This is an optimization exercise on Yosys and OpenROAD, whose aim is small area and a short achievable clock period, not a production implementation.
At most, simulation tests tie the RTL to the original design; equivalence was not proved.
No activity file was given, so power comes from the tool's default toggle rates.

==> flow/design.v (excerpt) <==
module NineCoreProcessor(
    input clk,
    input reset,
    input [3:0] core_id,
    input [7:0] instruction,
    input [7:0] operand1,
    input [7:0] operand2,
    output reg [7:0] result
);
Size in the first run: roughly 5,700 cells after synthesis, about 38 I/O pins.
==> flow/config.mk <==
export PLATFORM = sky130hd
export DESIGN_NAME = NineCoreProcessor
export DESIGN_NICKNAME = NineCoreProcessor
export VERILOG_FILES = /design/flow/design.v
export SDC_FILE = /design/flow/constraint.sdc
export NUM_CORES = 4
export LEC_CHECK = 0
export CAP_MARGIN = 20
export CORE_MARGIN = 2
export CORE_UTILIZATION = 65
export CTS_BUF_LIST = sky130_fd_sc_hd__clkbuf_8
export CTS_CLUSTER_DIAMETER = 60
export CTS_CLUSTER_SIZE = 16
export SLEW_MARGIN = 20
==> flow/constraint.sdc <==
create_clock -name core_clock -period 17.0 [get_ports {clk}]
set_input_delay 3.4000 -clock core_clock [delete_from_list [all_inputs] [get_ports {clk}]]
set_output_delay 3.4000 -clock core_clock [all_outputs]
set_load 0.01 [all_outputs]
standard.sh (not shown) runs the stock make flow with config.mk's settings and CLKGATE_MAP_FILE= SYNTH_SCRIPT=/design/flow/synth_recipe.tcl, a recipe that flattens the netlist after the stock synthesis.
==> flow/flow/run.sh <==
#!/bin/bash
# Own layout flow:
#  1. the standard synthesis (standard.sh synth), unchanged;
#  2. its combinational logic re-mapped by ABC with the full and half adder
#     cells broken up again (flow/resynth.sh), so that ABC can optimise across
#     them; every flip-flop instance is kept as it is (name, cell, pins);
set -euo pipefail
MARGIN=$(cat flow/margin.txt)
R=orfs/results/sky130hd/NineCoreProcessor/base
bash standard.sh synth > standard_synth.log 2>&1
cp $R/1_2_yosys.v $R/1_2_yosys_standard.v
bash flow/resynth.sh $R/1_2_yosys_standard.v $R/1_2_yosys.v resynth_yosys.log 17
rm -f $R/1_synth.odb $R/1_synth.sdc
bash standard.sh synth > standard_synth_odb.log 2>&1
bash standard.sh SETUP_SLACK_MARGIN=$MARGIN finish > standard_flow.log 2>&1
==> flow/flow/margin.txt <==
12.5
Other scripts of this flow, unchanged in this note and not shown: flow/flow/abc.constr, flow/flow/dontuse.txt, flow/flow/libfuncs.py, flow/flow/resynth.sh
Edit:
==> flow/flow/margin.txt (replaced) <==
12
The changed run ran to the end with no violations.
Die area does not change.
Power hardly moves.
Worst setup slack is worse by 0.027 ns.
Count of clock-buffer cells in the layout rose by 1.


v54:
Starting RTL as in the previous note.
==> flow/config.mk <==
export PLATFORM = sky130hd
export DESIGN_NAME = NineCoreProcessor
export DESIGN_NICKNAME = NineCoreProcessor
export VERILOG_FILES = /design/flow/design.v
export SDC_FILE = /design/flow/constraint.sdc
export NUM_CORES = 4
export LEC_CHECK = 0
export CAP_MARGIN = 20
export CORE_MARGIN = 2
export CORE_UTILIZATION = 70
export CTS_BUF_LIST = sky130_fd_sc_hd__clkbuf_8
export CTS_CLUSTER_DIAMETER = 60
export CTS_CLUSTER_SIZE = 16
export SLEW_MARGIN = 20
==> flow/constraint.sdc <==
create_clock -name core_clock -period 17.0 [get_ports {clk}]
set_input_delay 3.4000 -clock core_clock [delete_from_list [all_inputs] [get_ports {clk}]]
set_output_delay 3.4000 -clock core_clock [all_outputs]
set_load 0.01 [all_outputs]
==> flow/flow/margin.txt <==
12.5
Scripts as last shown in full above: flow/flow/run.sh
Other scripts of this flow, unchanged in this note and not shown: flow/flow/abc.constr, flow/flow/dontuse.txt, flow/flow/libfuncs.py, flow/flow/resynth.sh
v54 did not stop at any stage, and its layout met the timing, DRC and antenna checks.
#### Input delta (v51 over v54)
==> flow/flow/margin.txt <==
11
-- flow/config.mk --
<<< v54, line 8
export CAP_MARGIN = 20
export CORE_MARGIN = 2
export CORE_UTILIZATION = 70
export CTS_BUF_LIST = sky130_fd_sc_hd__clkbuf_8
export CTS_CLUSTER_DIAMETER = 60
export CTS_CLUSTER_SIZE = 16
export SLEW_MARGIN = 20
>>> v51, line 8
export CAP_MARGIN = 20
export CORE_MARGIN = 2
export CORE_UTILIZATION = 50
export CTS_BUF_LIST = sky130_fd_sc_hd__clkbuf_4 sky130_fd_sc_hd__clkbuf_8
export SLEW_MARGIN = 20
## What came out
Number of buffers on the longest clock path: v51 > v54
Final critical-path setup slack ends up lower on v51.
Going from v54 to v51, total global routing track utilization shrinks by 10 points.
Compared with v54, v51 shows via total after detailed routing lower by about 2.5%.
Number of instances in the synthesized netlist: v51 vs v54 identical
Status: total wire length parity (v51, v54)
Relative to v54, the post-route cell area of v51 is higher by 2.0%.
Relative to v51, the following input files were edited for v47:
==> flow/flow/margin.txt <==
12
-- flow/config.mk --
<<< v51, line 8
export CAP_MARGIN = 20
export CORE_MARGIN = 2
export CORE_UTILIZATION = 50
export CTS_BUF_LIST = sky130_fd_sc_hd__clkbuf_4 sky130_fd_sc_hd__clkbuf_8
export SLEW_MARGIN = 20
>>> v47, line 8
export CAP_MARGIN = 20
export CORE_MARGIN = 2
export CORE_UTILIZATION = 58
export CTS_BUF_LIST = sky130_fd_sc_hd__clkbuf_8 sky130_fd_sc_hd__clkbuf_16
export CTS_CLUSTER_DIAMETER = 60
export CTS_CLUSTER_SIZE = 14
export SLEW_MARGIN = 20
--- outcome ---
v47: total power density per cell area is 5.0 mW/mm² lower than what v51 reported. On v47: smallest setup slack after layout is 0.50 ns higher than what v51 gave. Clock power shrinks by more than 10% when moving from v51 to v47. Changes observed in v47 relative to v51: post-route total power shrank by about 3.3%; critical path depth shrank by 3; synthesized cell count held steady. NOTE: smallest hold slack in v47 exceeds that of v51. Compared with v51, in v47 relative contribution of combinational cells to total power went up 2.7 points; clock network area share lower; final critical-path share of the clock period -2.9 points.


Setup of 09-16:
NineCoreProcessor, a different RTL version from the one above (not shown whole).
Size: about 5400 cells after synthesis, about 38 I/O pins, ~110000 µm² of cells after synthesis.
make LEC_CHECK=0 CAP_MARGIN=20 CORE_MARGIN=2 CORE_UTILIZATION=50 SLEW_MARGIN=20 finish   # period 17.0 ns
run.sh (not shown) runs the stock make flow with config.mk's settings and CLKGATE_MAP_FILE= SYNTH_SCRIPT=/design/flow/synth_recipe.tcl, a recipe that flattens the netlist after the stock synthesis.
Stock flow here: none of the scripts above is used.
The following lists how 06-10 was set up differently from 09-16:
# 09-16
export LEC_CHECK = 0
export CAP_MARGIN = 20
export CORE_MARGIN = 2
export CORE_UTILIZATION = 50
export SLEW_MARGIN = 20
create_clock -name core_clock -period 17.0 [get_ports {clk}]
# 06-10
export LEC_CHECK = 0
export ABC_CLOCK_PERIOD_IN_PS = 4000
export CAP_MARGIN = 20
export CORE_MARGIN = 2
export CORE_UTILIZATION = 50
export SLEW_MARGIN = 20
create_clock -name core_clock -period 17.0 [get_ports {clk}]
Results
[compare] base=09-16 new=06-10: worst-case hold slack level, CTS sink count shows no meaningful change, synthesized cell count saw little to no change.
No functional check of the RTL was part of any run of this note.

-- re-timing with driven ports --
Ports are ideal in the flow. The routed layouts listed here were re-timed in OpenROAD.
Step 1 sets driving cells, clkbuf_16 on the clock port and buf_2 on the other inputs (assumed; they add their load-dependent delay and slew).
Step 2 times the ports against the registers' clock, not the clock port: input delays grow and output delays shrink by t, the midpoint of the rising clock arrivals with the driver on.
a / b / c = no drivers / after step 1 / after step 2; a / b = the first two.
run	shift t [ns]	setup WS [ns]	worst register clock-pin slew, ns	worst data-port slew with drivers (ns)	cell pins on the clock port's net
the first run of note 1	1.075	11.407 / 11.407 / 10.516	0.11 / 0.11	0.20	1
the second run of note 1	1.042	11.380 / 11.380 / 10.449	0.12 / 0.12	0.22	1
v54	1.053	11.374 / 11.374 / 10.514	0.11 / 0.11	0.19	1
v51	1.126	10.960 / 11.021 / 9.895	0.07 / 0.07	0.04	1
v47	0.932	11.462 / 11.469 / 10.578	0.07 / 0.07	0.14	1
09-16	0.988	6.832 / 6.832 / 6.832	0.07 / 0.07	0.14	1
06-10	0.988	6.832 / 6.832 / 6.832	0.07 / 0.07	0.14	1
After both steps every run listed still meets setup and hold. For v51, which loses most, drivers alone change the setup slack by +0.061 ns; drivers and shift together by -1.065 ns.
